Source: an optimization exercise on an open RTL-to-GDS flow (aim: small area, a short achievable clock period and few clock cycles per item). Production flows keep margins and buffers that such runs may drop. At most, simulation tests tie the RTL to the original design; equivalence was not proved.

==> inputs of job 2082 <==
// sfa_2x2
module sfa_2x2(
  input   wire            u_switch_00_macc1_tready,
  output  wire            u_switch_00_macc1_tvalid,
  output  wire  [31 : 0]  u_switch_00_macc1_tdata ,
  input   wire            u_switch_00_macc2_tready,
  output  wire            u_switch_00_macc2_tvalid,
  output  wire  [31 : 0]  u_switch_00_macc2_tdata ,
  output  wire            u_switch_00_sacc_tready ,
  input   wire            u_switch_00_sacc_tvalid ,
  input   wire  [31 : 0]  u_switch_00_sacc_tdata  ,
  output  wire            u_switch_00_sCMD_tready ,
  input   wire            u_switch_00_sCMD_tvalid ,
  input   wire  [31 : 0]  u_switch_00_sCMD_tdata  ,
  input   wire            u_switch_00_mRet_tready ,
  output  wire            u_switch_00_mRet_tvalid ,
  output  wire  [31 : 0]  u_switch_00_mRet_tdata  ,
  input   wire            u_switch_01_macc1_tready,
  output  wire            u_switch_01_macc1_tvalid,
  output  wire  [31 : 0]  u_switch_01_macc1_tdata ,
  input   wire            u_switch_01_macc2_tready,
  ...
Settings: LEC_CHECK=0, CAP_MARGIN=20, CORE_MARGIN=2, CORE_UTILIZATION=25, PLACE_DENSITY=0.5, SLEW_MARGIN=20; clock period 8.0 ns.
run.sh (not shown) runs the stock make flow with config.mk's settings and CLKGATE_MAP_FILE= SYNTH_SCRIPT=/design/flow/synth_recipe.tcl, a recipe that flattens the netlist after the stock synthesis.
==> job 2507: changes against job 2082 <==
--- a/flow/design.v
+++ b/flow/design.v
@@ -92,19 +92,20 @@
 `timescale 1ns / 1ps
 module sfa_control (
   output  wire             sCMD_tready   ,
   input   wire             sCMD_tvalid   ,
   input   wire  [31 : 0]   sCMD_tdata    ,
   input   wire             mRet_tready   ,
   output  wire             mRet_tvalid   ,
   output  wire  [31 : 0]   mRet_tdata    ,
+  output  wire             start         ,
   output  wire             run           ,
-  input   wire             done1         ,
-  input   wire             done2         ,
+  input   wire             fin1          ,
+  input   wire             fin2          ,
   output  wire             ld1_mode      ,
   output  wire             ld1_index     ,
   output  wire             ld1_size      ,
   output  wire             ld2_mode      ,
   output  wire             ld2_index     ,
   output  wire             ld2_size      ,
   output  reg   [ 3 : 0]   selN          ,   
   output  reg   [ 3 : 0]   selE          ,   
@@ -114,18 +115,19 @@
   output  reg   [ 3 : 0]   selA2         ,   
   input   wire             ACLK          ,
   input   wire             ARESETN
 );
   reg        busy;
   wire       take = sCMD_tvalid & ~busy;
   wire [7:0] op   = sCMD_tdata[31:24];
   assign sCMD_tready = ~busy;
+  assign start       = take & (op == 8'h0A);
   assign run         = busy;
-  assign mRet_tvalid = busy & done1 & done2;
+  assign mRet_tvalid = busy & fin1 & fin2;
   assign mRet_tdata  = 32'h0000FFFF;
   assign ld1_mode  = take & (op == 8'h11);
   assign ld1_index = take & (op == 8'h12);
   assign ld1_size  = take & (op == 8'h13);
   assign ld2_mode  = take & (op == 8'h21);
   assign ld2_index = take & (op == 8'h22);
   assign ld2_size  = take & (op == 8'h23);
   function [3:0] onehot;
@@ -141,17 +143,17 @@
       selE  <= onehot(sCMD_tdata[11: 8], 4'd1, 4'd3, 4'd4, 4'd5);
       selS  <= onehot(sCMD_tdata[ 7: 4], 4'd1, 4'd2, 4'd4, 4'd5);
       selW  <= onehot(sCMD_tdata[ 3: 0], 4'd1, 4'd2, 4'd3, 4'd5);
     end
   end
   always @(posedge ACLK) begin
     if (!ARESETN)
       busy <= 1'b0;
-    else if (take & (op == 8'h0A))
+    else if (start)
       busy <= 1'b1;
     else if (mRet_tvalid & mRet_tready)
       busy <= 1'b0;
   end
 endmodule
 `timescale 1 ns / 1 ps
 module sfa_bif(
   output wire             bram_en       ,
@@ -160,55 +162,59 @@
   output wire  [31 : 0]   bram_din      ,
   input  wire  [31 : 0]   bram_dout     ,
   output wire             sBIF_tready   ,
   input  wire             sBIF_tvalid   ,
   input  wire  [31 : 0]   sBIF_tdata    ,
   input  wire             mBIF_tready   ,
   output wire             mBIF_tvalid   ,
   output wire  [31 : 0]   mBIF_tdata    ,
+  input  wire             start         ,
   input  wire             run           ,
-  output wire             done          ,
+  output wire             fin           ,
   input  wire             ld_mode       ,
   input  wire             ld_index      ,
   input  wire             ld_size       ,
   input  wire  [23 : 0]   cfg           ,
   input  wire             ACLK          ,
   input  wire             ARESETN
 );
 reg             mode ;
 reg   [11 : 0]  addr ;
 reg   [12 : 0]  cnt  ;
-reg             nz   ;
+reg             nz   ;    
+reg             last ;    
 reg             v    ;
-wire rd   = run & ~mode & nz & (~v | mBIF_tready);
-wire wr   = run &  mode & nz & sBIF_tvalid;
+wire rd   = (run | start) & ~mode & nz & (~v | mBIF_tready);
+wire wr   = run & mode & nz & sBIF_tvalid;
 wire step = rd | wr;
 assign sBIF_tready = run & mode & nz;
 assign mBIF_tvalid = v;
 assign mBIF_tdata  = bram_dout;
-assign bram_en     = step;
+assign bram_en     = ~run | rd | wr;
 assign bram_we     = {4{wr}};
 assign bram_addr   = {18'd0, addr, 2'd0};
 assign bram_din    = sBIF_tdata;
-assign done        = ~nz & ~v;
+assign fin         = (~nz & ~v) | (wr & last);
 always @(posedge ACLK) begin
   if (ld_mode)
     mode <= cfg[0];
   if (ld_index)
     addr <= cfg[11:0];
   else if (step)
     addr <= addr + 12'd1;
   if (ld_size) begin
-    cnt <= cfg[12:0];
-    nz  <= |cfg[12:0];
+    cnt  <= cfg[12:0];
+    nz   <= |cfg[12:0];
+    last <= (cfg[12:0] == 13'd1);
   end
   else if (step) begin
-    cnt <= cnt - 13'd1;
-    nz  <= (cnt != 13'd1);
+    cnt  <= cnt - 13'd1;
+    nz   <= ~last;
+    last <= (cnt == 13'd2);
   end
 end
 always @(posedge ACLK) begin
   if (!ARESETN)
     v <= 1'b0;
   else
     v <= rd | (v & ~mBIF_tready);
 end
@@ -254,17 +260,17 @@
   output  wire  [ 3 : 0]  bram2_we      ,
   output  wire  [31 : 0]  bram2_addr    ,
   output  wire  [31 : 0]  bram2_din     ,
   input   wire  [31 : 0]  bram2_dout    ,
   input   wire            ACLK          ,
   input   wire            ARESETN
 );
 wire [3:0] selN, selE, selS, selW, selA1, selA2;
-wire       run, done1, done2;
+wire       start, run, fin1, fin2;
 wire       ld1_mode, ld1_index, ld1_size, ld2_mode, ld2_index, ld2_size;
 wire        b1r_tready, b1r_tvalid;  wire [31:0] b1r_tdata;
 wire        b1w_tready, b1w_tvalid;  wire [31:0] b1w_tdata;
 wire        b2r_tready, b2r_tvalid;  wire [31:0] b2r_tdata;
 wire        b2w_tready, b2w_tvalid;  wire [31:0] b2w_tdata;
 wire        sn_tready, sn_tvalid;  wire [31:0] sn_tdata;
 wire        se_tready, se_tvalid;  wire [31:0] se_tdata;
 wire        ss_tready, ss_tvalid;  wire [31:0] ss_tdata;
@@ -311,37 +317,37 @@
   .macc1_tready(macc1_tready), .macc1_tvalid(macc1_tvalid), .macc1_tdata(macc1_tdata),
   .macc2_tready(macc2_tready), .macc2_tvalid(macc2_tvalid), .macc2_tdata(macc2_tdata),
   .sacc_tready(sacc_tready), .sacc_tvalid(sacc_tvalid), .sacc_tdata(sacc_tdata),
   .selN(selN), .selE(selE), .selS(selS), .selW(selW), .selA1(selA1), .selA2(selA2)
 );
 sfa_control u_control(
   .sCMD_tready(sCMD_tready), .sCMD_tvalid(sCMD_tvalid), .sCMD_tdata(sCMD_tdata),
   .mRet_tready(mRet_tready), .mRet_tvalid(mRet_tvalid), .mRet_tdata(mRet_tdata),
-  .run(run), .done1(done1), .done2(done2),
+  .start(start), .run(run), .fin1(fin1), .fin2(fin2),
   .ld1_mode(ld1_mode), .ld1_index(ld1_index), .ld1_size(ld1_size),
   .ld2_mode(ld2_mode), .ld2_index(ld2_index), .ld2_size(ld2_size),
   .selN(selN), .selE(selE), .selS(selS), .selW(selW), .selA1(selA1), .selA2(selA2),
   .ACLK(ACLK), .ARESETN(ARESETN)
 );
 sfa_bif u_bif1(
   .bram_en(bram1_en), .bram_we(bram1_we), .bram_addr(bram1_addr),
   .bram_din(bram1_din), .bram_dout(bram1_dout),
   .sBIF_tready(b1w_tready), .sBIF_tvalid(b1w_tvalid), .sBIF_tdata(b1w_tdata),
   .mBIF_tready(b1r_tready), .mBIF_tvalid(b1r_tvalid), .mBIF_tdata(b1r_tdata),
-  .run(run), .done(done1),
+  .start(start), .run(run), .fin(fin1),
   .ld_mode(ld1_mode), .ld_index(ld1_index), .ld_size(ld1_size), .cfg(sCMD_tdata[23:0]),
   .ACLK(ACLK), .ARESETN(ARESETN)
 );
 sfa_bif u_bif2(
   .bram_en(bram2_en), .bram_we(bram2_we), .bram_addr(bram2_addr),
   .bram_din(bram2_din), .bram_dout(bram2_dout),
   .sBIF_tready(b2w_tready), .sBIF_tvalid(b2w_tvalid), .sBIF_tdata(b2w_tdata),
   .mBIF_tready(b2r_tready), .mBIF_tvalid(b2r_tvalid), .mBIF_tdata(b2r_tdata),
-  .run(run), .done(done2),
+  .start(start), .run(run), .fin(fin2),
   .ld_mode(ld2_mode), .ld_index(ld2_index), .ld_size(ld2_size), .cfg(sCMD_tdata[23:0]),
   .ACLK(ACLK), .ARESETN(ARESETN)
 );
 endmodule
 `timescale 1 ns / 1 ps
 module sfa_link #(
   parameter KIND = 3
 )(
@@ -531,22 +537,22 @@
   output  wire  [ 3 : 0]  u_bif_11_2_bram_we     ,
   output  wire  [31 : 0]  u_bif_11_2_bram_addr   ,
   output  wire  [31 : 0]  u_bif_11_2_bram_din    ,
   input   wire  [31 : 0]  u_bif_11_2_bram_dout   ,
   input   wire            ACLK,
   input   wire            ARESETN
 );
   localparam K_00_01 = 3;
-  localparam K_01_00 = 3;
-  localparam K_10_11 = 3;
+  localparam K_01_00 = 0;
+  localparam K_10_11 = 0;
   localparam K_11_10 = 3;
   localparam K_00_10 = 3;
-  localparam K_10_00 = 3;
-  localparam K_01_11 = 3;
+  localparam K_10_00 = 0;
+  localparam K_01_11 = 0;
   localparam K_11_01 = 3;
   wire            l00_01_s_tready;
   wire            l00_01_s_tvalid;
   wire  [31 : 0]  l00_01_s_tdata;
   wire            l00_01_m_tready;
   wire            l00_01_m_tvalid;
   wire  [31 : 0]  l00_01_m_tdata;
   wire            l01_00_s_tready;
==> flow/flow/run.sh (new file) <==
#!/bin/bash
# Standard layout, with plain buf_1 cells as the port buffers.
set -o pipefail
export BUFFER_PORTS_ARGS="-buffer_cell sky130_fd_sc_hd__buf_1"
cp standard.sh standard.sh.txt 2>/dev/null
bash standard.sh > standard.log 2>&1
==> flow/standard.sh (new file) <==
#!/bin/bash
# synth_recipe.tcl (not shown) runs the flow's synth.tcl, then flattens the netlist and writes it again
# the make line also repeats each setting of config.mk as NAME=value (left out here)
make -C /OpenROAD-flow-scripts/flow DESIGN_CONFIG=/design/flow/config.mk WORK_HOME=/design/flow/orfs CLKGATE_MAP_FILE= SYNTH_SCRIPT=/design/flow/synth_recipe.tcl "${@:-finish}"
==> flow/config.mk (replaced) <==
export PLATFORM = sky130hd
export DESIGN_NAME = sfa_2x2
export DESIGN_NICKNAME = sfa_2x2
export VERILOG_FILES = /design/flow/design.v
export SDC_FILE = /design/flow/constraint.sdc
export NUM_CORES = 8
export LEC_CHECK = 0
export CAP_MARGIN = 20
export CORE_MARGIN = 2
export CORE_UTILIZATION = 60
export PLACE_DENSITY = 0.7
export SETUP_SLACK_MARGIN = 4.0
export SLEW_MARGIN = 20
removed: flow/run.sh
==> summary.txt <==
Number of instances in the synthesized netlist: job 2082 5636; job 2507 5229
Share of flip-flops with an asynchronous set or reset after synthesis: job 2082 0%; job 2507 0%
Total of warnings raised by yosys: job 2082 3; job 2507 3
Area of the mapped netlist: job 2082 55500 µm²; job 2507 45800 µm²
Number of library cell types mapped by synthesis: job 2082 58; job 2507 75
Starting density of the core: job 2082 25.2%; job 2507 60.4%
Fraction of the mapped netlist area in compound gates: job 2082 24.6%; job 2507 25.7%
Synth Area in XOR/XNOR: job 2082 2.51%; job 2507 2.96%
Average cell area after synthesis: job 2082 9.85 µm²; job 2507 8.77 µm²
Run status: job 2082 timing/DRC/antenna clean; job 2507 did not finish
Stage where the flow stopped: job 2082 -; job 2507 I/O pin placement (3_2_place_iop)
Top flip-flop cell by instance count after synthesis: job 2082 edfxtp_1; job 2507 edfxtp_1
Post-synthesis cell type with the largest combined area: job 2082 edfxtp_1; job 2507 edfxtp_1
Number of enable-type register cells in the synthesized netlist: job 2082 824; job 2507 576
Post-synthesis share of cell area spent on and, or, nand and nor gates: job 2082 13.3%; job 2507 19.0%
Site row count: job 2082 172; job 2507 101
Post-synthesis adder-cell area fraction: job 2082 0.541%; job 2507 0.655%
Multiplexer area fraction after synthesis: job 2082 5.38%; job 2507 3.34%
Die extent in y: job 2082 475 µm; job 2507 280 µm
Share of synthesized area occupied by flip-flops and latches: job 2082 45.6%; job 2507 38.6%
Number of storage elements in the synthesis netlist: job 2082 852; job 2507 596
Die width: job 2082 475 µm; job 2507 280 µm
Area fraction of the dominant cell type after synthesis: job 2082 44.6%; job 2507 37.7%
Count leader, synth: job 2082 a22oi_1; job 2507 nand2_1
Testbench counts of job 2507, summed over its fixed seeds: cycles 75,526, words 73,380.
For job 2082, only the layout was checked, not whether the RTL still works.

[static timing again, ports no longer ideal]
In the flow no input, the clock included, has a driving cell. The finished layout below was timed again as built, in two steps.
Step 1 (the two cells are an assumption about what drives the block):
set clk [get_ports {ACLK}]
set_driving_cell -lib_cell sky130_fd_sc_hd__clkbuf_16 $clk
set_driving_cell -lib_cell sky130_fd_sc_hd__buf_2 [delete_from_list [all_inputs] $clk]
Step 2, shift: input delay + t, output delay - t, t = (earliest + latest rising clock arrival at the registers) / 2. This alone moves slack from input paths to output paths.
a / b / c = ideal ports / drivers / drivers and shift; a / b = the first two.
run: job 2082
t, ns: 0.877
setup slack, ns: 1.838 / 1.718 / 1.718
cell pins on the clock port's net: 1
After both steps setup and hold are still met in job 2082. The setup slack of job 2082 moves by -0.120 ns with the drivers and by -0.120 ns with both steps.
